What follows belongs to an exercise in optimizing a design on an open flow for small area; a production flow would make more cautious choices. At most, simulation tests tie the RTL to the original design; equivalence was not proved. The clock port is modelled as an ideal driver; clocking choices that lean on that would not hold on a real chip.

run 1:
==> flow/design.v (excerpt) <==
module blink(input signed [23:0] ins, output signed [23:0] outs,
             output signed [23:0] peak_out, output valid_out,
             input clk, input rst);
Settings: LEC_CHECK=0, CAP_MARGIN=20, CORE_MARGIN=2, CORE_UTILIZATION=70, CTS_BUF_LIST=sky130_fd_sc_hd__clkbuf_8, CTS_CLUSTER_DIAMETER=200, CTS_CLUSTER_SIZE=40, SLEW_MARGIN=20, SYNTH_HIERARCHICAL=1, SYNTH_MINIMUM_KEEP_SIZE=0; clock period 25.0 ns.
standard.sh (not shown) runs the stock make flow with config.mk's settings and CLKGATE_MAP_FILE= SYNTH_SCRIPT=/design/flow/synth_recipe.tcl, a recipe that flattens the netlist after the stock synthesis.
==> flow/flow/run.sh <==
#!/bin/bash
# The standard layout, with two changes to how it is made:
#  - every port still gets a buffer, but the smallest one (buf_1) instead of
#    the delay buffer buffer_ports picks by itself;
#  - clock tree synthesis adds no dummy loads to balance the tree.
set -euo pipefail
export BUFFER_PORTS_ARGS="-buffer_cell sky130_fd_sc_hd__buf_1"
export CTS_ARGS="-sink_clustering_enable -repair_clock_nets -dont_use_dummy_load -buf_list sky130_fd_sc_hd__clkbuf_8 -sink_clustering_size 40 -sink_clustering_max_diameter 200"
export SETUP_MOVE_SEQUENCE="unbuffer,sizeup,swap"
bash standard.sh > standard.log 2>&1
The inputs of run 2 differ from those of run 1 as listed below.
diff --git a/flow/flow/run.sh b/flow/flow/run.sh
--- a/flow/flow/run.sh
+++ b/flow/flow/run.sh
@@ -9 +8,0 @@
-export SETUP_MOVE_SEQUENCE="unbuffer,sizeup,swap"
In the final design statistics, run 2 uses more standard cells in total than run 1. Run 2 against run 1: met2 demand-to-capacity share in global routing went up 0.20 points.
Function was not checked in any run of this note: the RTL went through the layout flow alone.

========
The RTL this note starts from:
==> flow/design.v <==
module fa(input a, input b, input c, output s, output co);
   assign s = a ^ b ^ c;
   assign co = (a & b) | (a & c) | (b & c);
endmodule
module rca24(input [23:0] a, input [23:0] b, input ci, output [23:0] s);
   wire [24:0] c;
   assign c[0] = ci;
   genvar i;
   generate
      for (i = 0; i < 24; i = i + 1) begin : bit_
         fa f(a[i], b[i], c[i], s[i], c[i+1]);
      end
   endgenerate
endmodule
module inv1(input a, output y);
   assign y = ~a;
endmodule
module maj(input a, input b, input c, output y);
   assign y = (a & b) | (a & c) | (b & c);
endmodule
module flipbit(input w, input p, input u, output o, output pn);
   assign o = w ^ (u & p);
   assign pn = p & w;
endmodule
module ha(input a, input b, output s, output co);
   assign s = a ^ b;
   assign co = a & b;
endmodule
module cla4(input [3:0] a, input [3:0] b, input ci, output c4);
   wire [3:0] g = a & b;
   wire [3:0] t = a | b;
   assign c4 = g[3] | (t[3] & g[2]) | (t[3] & t[2] & g[1])
             | (t[3] & t[2] & t[1] & g[0]) | (t[3] & t[2] & t[1] & t[0] & ci);
endmodule
module rca24l(input [23:0] a, input [23:0] b, input ci, output [23:0] s);
   wire [24:0] c;
   wire unused;
   assign c[0] = ci;
   cla4 l(a[3:0], b[3:0], ci, c[4]);
   genvar i;
   generate
      for (i = 0; i < 3; i = i + 1) begin : lo_
         fa f(a[i], b[i], c[i], s[i], c[i+1]);
      end
      fa f3(a[3], b[3], c[3], s[3], unused);
      for (i = 4; i < 24; i = i + 1) begin : bit_
         fa f(a[i], b[i], c[i], s[i], c[i+1]);
      end
   endgenerate
endmodule
module rca24z(input [23:0] a, input [23:0] b, output [23:0] s);
   wire [24:0] c;
   ha h0(a[0], b[0], s[0], c[1]);
   genvar i;
   generate
      for (i = 1; i < 24; i = i + 1) begin : bit_
         fa f(a[i], b[i], c[i], s[i], c[i+1]);
      end
   endgenerate
endmodule
module rca24hl(input [19:0] a, input [23:0] b, input ci, output [23:0] s);
   wire [24:0] c;
   wire unused;
   assign c[0] = ci;
   cla4 l(a[3:0], b[3:0], ci, c[4]);
   genvar i;
   generate
      for (i = 0; i < 3; i = i + 1) begin : lo_
         fa f(a[i], b[i], c[i], s[i], c[i+1]);
      end
      fa f3(a[3], b[3], c[3], s[3], unused);
      for (i = 4; i < 20; i = i + 1) begin : bit_
         fa f(a[i], b[i], c[i], s[i], c[i+1]);
      end
      for (i = 20; i < 24; i = i + 1) begin : top_
         ha h(b[i], c[i], s[i], c[i+1]);
      end
   endgenerate
endmodule
module rca24h(input [19:0] a, input [23:0] b, input ci, output [23:0] s);
   wire [24:0] c;
   assign c[0] = ci;
   genvar i;
   generate
      for (i = 0; i < 20; i = i + 1) begin : bit_
         fa f(a[i], b[i], c[i], s[i], c[i+1]);
      end
      for (i = 20; i < 24; i = i + 1) begin : top_
         ha h(b[i], c[i], s[i], c[i+1]);
      end
   endgenerate
endmodule
module rca24o(input [23:0] a, input [19:0] b, input ci, output [23:0] s);
   wire [24:0] c;
   assign c[0] = ci;
   genvar i;
   generate
      for (i = 0; i < 20; i = i + 1) begin : bit_
         fa f(a[i], b[i], c[i], s[i], c[i+1]);
      end
      for (i = 20; i < 24; i = i + 1) begin : top_
         fa f(a[i], 1'b1, c[i], s[i], c[i+1]);
      end
   endgenerate
endmodule
module rnd(input [23:0] w, input c, output v);
   wire lo15 = &w[3:0];
   wire lo0 = ~|w[3:0];
   wire s = w[23] ^ (c & (&w[22:0]));           
   wire nz = ~((lo0 & ~c) | (lo15 & c));         
   assign v = (c & lo15) | (~s & nz);
endmodule
module blink(input signed [23:0] ins, output signed [23:0] outs,
             output signed [23:0] peak_out, output valid_out,
             input clk, input rst);
   reg [23:0] h1, a2n, z3n, z4n, qqn;
   reg r1d, ud;
   wire b1 = ~r1d;
   function [23:0] sh;
      input [23:0] x;
      sh = {{4{x[23]}}, x[23:4]};
   endfunction
   wire [23:0] a2 = ~a2n;
   wire [23:0] z3 = ~z3n;
   wire [23:0] z4 = ~z4n;
   wire [23:0] qq = ~qqn;
   wire [23:0] g2;
   rca24o a_g2(a2, {a2[23], a2n[22:4]}, r1d, g2);
   wire v3, v4;
   rnd n_3(z3, ud, v3);
   rnd n_4(z4, ud, v4);
   wire [23:0] g3;
   rca24o a_g3(z3, {z3[23], z3n[22:4]}, ud, g3);
   wire rq = ~qq[23] & (|qq[3:0]);
   wire [23:0] gq;
   rca24 a_gq(qq, sh(qqn), ~rq, gq);
   wire [23:0] y1;
   rca24l a_y1(ins, h1, b1, y1);
   wire r1 = ~y1[23] & (|y1[3:0]);
   wire [23:0] m1n;
   wire [23:0] y1n = ~y1;
   rca24 a_m1(y1n, sh(y1), 1'b1, m1n);
   wire [23:0] a;
   rca24h a_a({y1n[23], y1[22:4]}, g2, ~ud, a);
   wire u;
   rnd n_2(a, r1, u);
   wire [23:0] z;
   rca24h a_z({~a[23], a[22:4]}, g3, ~v3, z);
   wire [23:0] t;
   rca24 a_t(z, sh(z4n), ~v4, t);
   wire [23:0] z4x;
   rca24 a_z4(t, z4, ud, z4x);
   wire [23:0] w;
   rca24z a_w(t, gq, w);
   wire [24:0] all1;
   wire [23:0] o;
   assign all1[0] = u;
   genvar j;
   generate
      for (j = 0; j < 20; j = j + 1) begin : inc_
         ha h(w[j], all1[j], o[j], all1[j+1]);
      end
   endgenerate
   wire [24:21] hi1;
   assign o[20] = w[20] ^ all1[20];
   assign hi1[21] = w[20];
   generate
      for (j = 21; j < 24; j = j + 1) begin : flp_
         flipbit fb(w[j], hi1[j], all1[20], o[j], hi1[j+1]);
      end
   endgenerate
   assign outs = o;
   wire rstn;
   inv1 i_rstn(rst, rstn);
   always @(posedge clk) begin
      if (rst) begin
         r1d <= 1'b0; ud <= 1'b0;
      end else begin
         r1d <= r1; ud <= u;
      end
   end
   always @(posedge clk) begin
      if (~rstn) begin
         h1 <= 24'hffffff;
         a2n <= 24'hffffff; z3n <= 24'hffffff; z4n <= 24'hffffff;
         qqn <= 24'hffffff;
      end else begin
         h1 <= ~m1n;
         a2n <= ~a; z3n <= ~z; z4n <= ~z4x;
         qqn <= ~o;
      end
   end
   reg sd, vdn;
   reg [23:0] pkn;
   wire signed [23:0] qs = qq;
   wire below = qs < 24'sd500;
   wire [24:1] gc;
   assign gc[1] = qq[0] & pkn[0];
   genvar m;
   generate
      for (m = 1; m < 24; m = m + 1) begin : cmp_
         if (m == 23)
            maj c(~qq[m], ~pkn[m], gc[m], gc[m+1]);
         else
            maj c(qq[m], pkn[m], gc[m], gc[m+1]);
      end
   endgenerate
   wire load = ~below & (~sd | gc[24]);
   always @(posedge clk) begin
      if (rst) begin
         sd <= 1'b0; vdn <= 1'b1;
      end else begin
         sd <= ~below;
         vdn <= ~(sd & below);
      end
   end
   always @(posedge clk)
      if (load) pkn <= qqn;
   assign peak_out = ~(pkn | {24{vdn}});
   assign valid_out = ~vdn;
endmodule
==> flow/config.mk <==
export PLATFORM = sky130hd
export DESIGN_NAME = blink
export DESIGN_NICKNAME = blink
export VERILOG_FILES = /design/flow/design.v
export SDC_FILE = /design/flow/constraint.sdc
export NUM_CORES = 4
export LEC_CHECK = 0
export CAP_MARGIN = 20
export CORE_MARGIN = 2
export CORE_UTILIZATION = 70
export CTS_BUF_LIST = sky130_fd_sc_hd__clkbuf_8
export CTS_CLUSTER_DIAMETER = 200
export CTS_CLUSTER_SIZE = 40
export GPL_TIMING_DRIVEN = 0
export SLEW_MARGIN = 20
export SYNTH_HIERARCHICAL = 1
export SYNTH_MINIMUM_KEEP_SIZE = 0
==> flow/constraint.sdc <==
create_clock -name core_clock -period 25.0 [get_ports {clk}]
set_input_delay 5.0000 -clock core_clock [delete_from_list [all_inputs] [get_ports {clk}]]
set_output_delay 5.0000 -clock core_clock [all_outputs]
set_load 0.01 [all_outputs]
==> flow/flow/run.sh <==
#!/bin/bash
# The standard layout (standard.sh, with the standard synthesis), with three
# changes to how it is made:
#  - every port still gets a buffer, but the smallest one (buf_1) instead of
#    the delay buffer buffer_ports picks by itself;
#  - clock tree synthesis adds no dummy loads to balance the tree;
#  - setup repair only resizes gates and swaps pins (no new buffers).
# ORFS's full output goes to standard.log here; each step's own log is kept
# under orfs/logs/.
set -euo pipefail
export BUFFER_PORTS_ARGS="-buffer_cell sky130_fd_sc_hd__buf_1"
export CTS_ARGS="-sink_clustering_enable -repair_clock_nets -dont_use_dummy_load -buf_list sky130_fd_sc_hd__clkbuf_8 -sink_clustering_size 40 -sink_clustering_max_diameter 200 -sink_clustering_levels 1"
export SETUP_MOVE_SEQUENCE="unbuffer,sizeup,swap"
bash standard.sh > standard.log 2>&1
The starting point passed the timing, design-rule and antenna checks.
==> next run, changes <==
==> flow/flow/run.sh (replaced) <==
#!/bin/bash
# The standard layout (standard.sh, with the standard synthesis), with four
# changes to how it is made:
#  - every port still gets a buffer, but the smallest one (buf_1) instead of
#    the delay buffer buffer_ports picks by itself;
#  - clock tree synthesis adds no dummy loads to balance the tree;
#  - setup repair only resizes gates and swaps pins (no new buffers);
#  - after clock tree synthesis, post_cts.tcl swaps leaf clock buffers for
#    the smaller clkbuf_4 where the flip-flops they drive keep a clock slew
#    under 112 ps.
# ORFS's full output goes to standard.log here; each step's own log is kept
# under orfs/logs/.
set -euo pipefail
export BUFFER_PORTS_ARGS="-buffer_cell sky130_fd_sc_hd__buf_1"
export CTS_ARGS="-sink_clustering_enable -repair_clock_nets -dont_use_dummy_load -buf_list sky130_fd_sc_hd__clkbuf_8 -sink_clustering_size 40 -sink_clustering_max_diameter 200"
export SETUP_MOVE_SEQUENCE="unbuffer,sizeup,swap"
export POST_CTS_TCL=$PWD/flow/post_cts.tcl
bash standard.sh > standard.log 2>&1
==> flow/flow/post_cts.tcl (new file) <==
estimate_parasitics -placement
set small [get_lib_cells sky130_fd_sc_hd__clkbuf_4]
set kept 0
foreach inst [get_cells -filter "ref_name == sky130_fd_sc_hd__clkbuf_8"] {
  set out [get_pins -of_objects $inst -filter "direction == output"]
  set net [get_nets -of_objects $out]
  set loads [get_pins -of_objects $net -filter "direction == input"]
  set all_ff 1
  foreach l $loads {
    if { ![string match "*dfxtp*" [get_property [get_cells -of_objects $l] ref_name]] && ![string match "*edfxtp*" [get_property [get_cells -of_objects $l] ref_name]] } { set all_ff 0 }
  }
  if { !$all_ff } { continue }
  replace_cell $inst $small
  estimate_parasitics -placement
  set worst 0
  foreach l $loads {
    set s [expr max([get_property $l slew_max_rise], [get_property $l slew_max_fall])]
    if { $s > $worst } { set worst $s }
  }
  if { $worst > 0.112 } {
    replace_cell $inst [get_lib_cells sky130_fd_sc_hd__clkbuf_8]
    estimate_parasitics -placement
  } else {
    incr kept
  }
  puts "clock buffer [get_full_name $inst]: [llength $loads] loads, worst slew $worst"
}
puts "clock buffers made smaller: $kept"
detailed_placement
What happened:
- The changed run completed without violations
- utilization drops by 0.50 points
- routed wire length barely changes
- first-iteration DRC count drops by 7.3%
- final area drops by 0.64%
- worst setup slack gets worse by 0.0049 ns
- maximum frequency is about the same
- non-clock buffer count does not change
- critical path depth does not change
==> next run, changes <==
==> flow/flow/run.sh (replaced) <==
#!/bin/bash
# The standard layout (standard.sh, with the standard synthesis), with three
# changes to how it is made:
#  - every port still gets a buffer, but the smallest one (buf_1) instead of
#    the delay buffer buffer_ports picks by itself;
#  - clock tree synthesis adds no dummy loads to balance the tree;
#  - setup repair only resizes gates and swaps pins (no new buffers).
# ORFS's full output goes to standard.log here; each step's own log is kept
# under orfs/logs/.
set -euo pipefail
export BUFFER_PORTS_ARGS="-buffer_cell sky130_fd_sc_hd__buf_1"
export CTS_ARGS="-sink_clustering_enable -repair_clock_nets -dont_use_dummy_load -buf_list sky130_fd_sc_hd__clkbuf_8 -sink_clustering_size 40 -sink_clustering_max_diameter 200"
export SETUP_MOVE_SEQUENCE="unbuffer,sizeup,swap"
export POST_CTS_TCL=$PWD/flow/post_cts.tcl
bash standard.sh > standard.log 2>&1
--- a/flow/flow/post_cts.tcl
+++ b/flow/flow/post_cts.tcl
@@ -18,5 +18,5 @@
     if { $s > $worst } { set worst $s }
   }
-  if { $worst > 0.112 } {
+  if { $worst > 100e-12 && $worst > 0.100 } {
     replace_cell $inst [get_lib_cells sky130_fd_sc_hd__clkbuf_8]
     estimate_parasitics -placement
Result: The changed run ran to the end with no violations. Clock-buffer cell count is unchanged. Hold slack barely changes. Via count hardly moves. Design area stays flat. Core utilization rose by 0.18 points. Global-route usage does not change. Routed wire length is about the same. Setup slack got worse by 0.0035 ns. Non-clock buffer count does not change.

========
Starts from the design.v that is shown in full above.
export LEC_CHECK = 0
export CAP_MARGIN = 20
export CORE_MARGIN = 2
export CORE_UTILIZATION = 70
export CTS_BUF_LIST = sky130_fd_sc_hd__clkbuf_8
export CTS_CLUSTER_DIAMETER = 200
export CTS_CLUSTER_SIZE = 40
export GPL_TIMING_DRIVEN = 0
export SLEW_MARGIN = 20
export SYNTH_HIERARCHICAL = 1
export SYNTH_MINIMUM_KEEP_SIZE = 0
create_clock -name core_clock -period 25.0 [get_ports {clk}]
==> flow/flow/run.sh <==
#!/bin/bash
# The standard layout (standard.sh, with the standard synthesis), with three
# changes to how it is made:
#  - every port still gets a buffer, but the smallest one (buf_1) instead of
#    the delay buffer buffer_ports picks by itself;
#  - clock tree synthesis adds no dummy loads to balance the tree;
#  - setup repair only resizes gates and swaps pins (no new buffers).
# ORFS's full output goes to standard.log here; each step's own log is kept
# under orfs/logs/.
set -euo pipefail
export BUFFER_PORTS_ARGS="-buffer_cell sky130_fd_sc_hd__buf_1"
export CTS_ARGS="-sink_clustering_enable -repair_clock_nets -dont_use_dummy_load -buf_list sky130_fd_sc_hd__clkbuf_8 -sink_clustering_size 40 -sink_clustering_max_diameter 200"
export SETUP_MOVE_SEQUENCE="unbuffer,sizeup,swap"
bash standard.sh > standard.log 2>&1
Next try:
--- a/flow/flow/run.sh
+++ b/flow/flow/run.sh
@@ -1,3 +1,3 @@
 #!/bin/bash
-# The standard layout (standard.sh, with the standard synthesis), with three
+# The standard layout (standard.sh, with the standard synthesis), with four
 # changes to how it is made:
@@ -6,3 +6,6 @@
 #  - clock tree synthesis adds no dummy loads to balance the tree;
-#  - setup repair only resizes gates and swaps pins (no new buffers).
+#  - setup repair only resizes gates and swaps pins (no new buffers);
+#  - after clock tree synthesis, post_cts.tcl swaps leaf clock buffers for
+#    the smaller clkbuf_4 where the flip-flops they drive keep a clock slew
+#    under 100 ps.
 # ORFS's full output goes to standard.log here; each step's own log is kept
@@ -13,2 +16,3 @@
 export SETUP_MOVE_SEQUENCE="unbuffer,sizeup,swap"
+export POST_CTS_TCL=$PWD/flow/post_cts.tcl
 bash standard.sh > standard.log 2>&1
==> flow/flow/post_cts.tcl (new file) <==
estimate_parasitics -placement
set small [get_lib_cells sky130_fd_sc_hd__clkbuf_4]
set kept 0
foreach inst [get_cells -filter "ref_name == sky130_fd_sc_hd__clkbuf_8"] {
  set out [get_pins -of_objects $inst -filter "direction == output"]
  set net [get_nets -of_objects $out]
  set loads [get_pins -of_objects $net -filter "direction == input"]
  set all_ff 1
  foreach l $loads {
    if { ![string match "*dfxtp*" [get_property [get_cells -of_objects $l] ref_name]] && ![string match "*edfxtp*" [get_property [get_cells -of_objects $l] ref_name]] } { set all_ff 0 }
  }
  if { !$all_ff } { continue }
  replace_cell $inst $small
  estimate_parasitics -placement
  set worst 0
  foreach l $loads {
    set s [expr max([get_property $l slew_max_rise], [get_property $l slew_max_fall])]
    if { $s > $worst } { set worst $s }
  }
  if { $worst > 0.100 } {
    replace_cell $inst [get_lib_cells sky130_fd_sc_hd__clkbuf_8]
    estimate_parasitics -placement
  } else {
    incr kept
  }
  puts "clock buffer [get_full_name $inst]: [llength $loads] loads, worst slew $worst"
}
puts "clock buffers made smaller: $kept"
detailed_placement
The new run ran to the end with no violations.
Worst setup slack is worse by 0.0084 ns.
Critical path depth does not change.
Design area fell by 0.41%.
Fmax is about the same.
First-iteration DRC count increases by 1.5%.
Next try:
==> flow/flow/run.sh (replaced) <==
#!/bin/bash
# The standard layout (standard.sh, with the standard synthesis), with three
# changes to how it is made:
#  - every port still gets a buffer, but the smallest one (buf_1) instead of
#    the delay buffer buffer_ports picks by itself;
#  - clock tree synthesis adds no dummy loads to balance the tree;
#  - setup repair only resizes gates and swaps pins (no new buffers).
# ORFS's full output goes to standard.log here; each step's own log is kept
# under orfs/logs/.
set -euo pipefail
export BUFFER_PORTS_ARGS="-buffer_cell sky130_fd_sc_hd__buf_1"
export CTS_ARGS="-sink_clustering_enable -repair_clock_nets -dont_use_dummy_load -buf_list sky130_fd_sc_hd__clkbuf_8 -sink_clustering_size 40 -sink_clustering_max_diameter 200 -distance_between_buffers 500 -branching_point_buffers_distance 500"
export SETUP_MOVE_SEQUENCE="unbuffer,sizeup,swap"
bash standard.sh > standard.log 2>&1
removed: flow/flow/post_cts.tcl
Core utilization grows by 0.32 points; final cell count stays the same; non-clock buffer count stays the same; worst setup slack gains 0.019 ns; via count fell by about 0.5%; routed wire length goes down by 1.1%.

port drivers added, routing unchanged:
No port has a modelled driver above. Below, the same layouts with a new extraction and two added sets of constraints.
Step 1 sets driving cells, clkbuf_16 on the clock port and buf_2 on the other inputs (assumed; they add their load-dependent delay and slew).
Step 2 adds t to the input delays and takes it off the output delays; t is the mean of the earliest and latest rising clock arrival at the registers after step 1. Input paths then give back, and output paths get back, about the clock's delay inside the block.
a / b / c = ideal / step 1 / step 2; a / b = the first two.
run | t, ns | setup slack, ns | worst setup path at the end | pins driven straight from the clock port
run 1 | 0.495 | 0.345 / 0.326 / 0.326 | input to output | 1
run 2 | 0.494 | 0.353 / 0.334 / 0.334 | input to output | 1
the first run of note 2 | 0.490 | 0.603 / 0.582 / 0.582 | input to output | 1
the second run of note 2 | 0.466 | 0.598 / 0.577 / 0.577 | input to output | 1
the third run of note 2 | 0.474 | 0.595 / 0.574 / 0.574 | input to output | 1
the first run of note 3 | 0.490 | 0.603 / 0.582 / 0.582 | input to output | 1
the second run of note 3 | 0.474 | 0.595 / 0.574 / 0.574 | input to output | 1
the third run of note 3 | 0.508 | 0.614 / 0.593 / 0.593 | input to output | 1
After both steps every run listed still meets setup and hold.
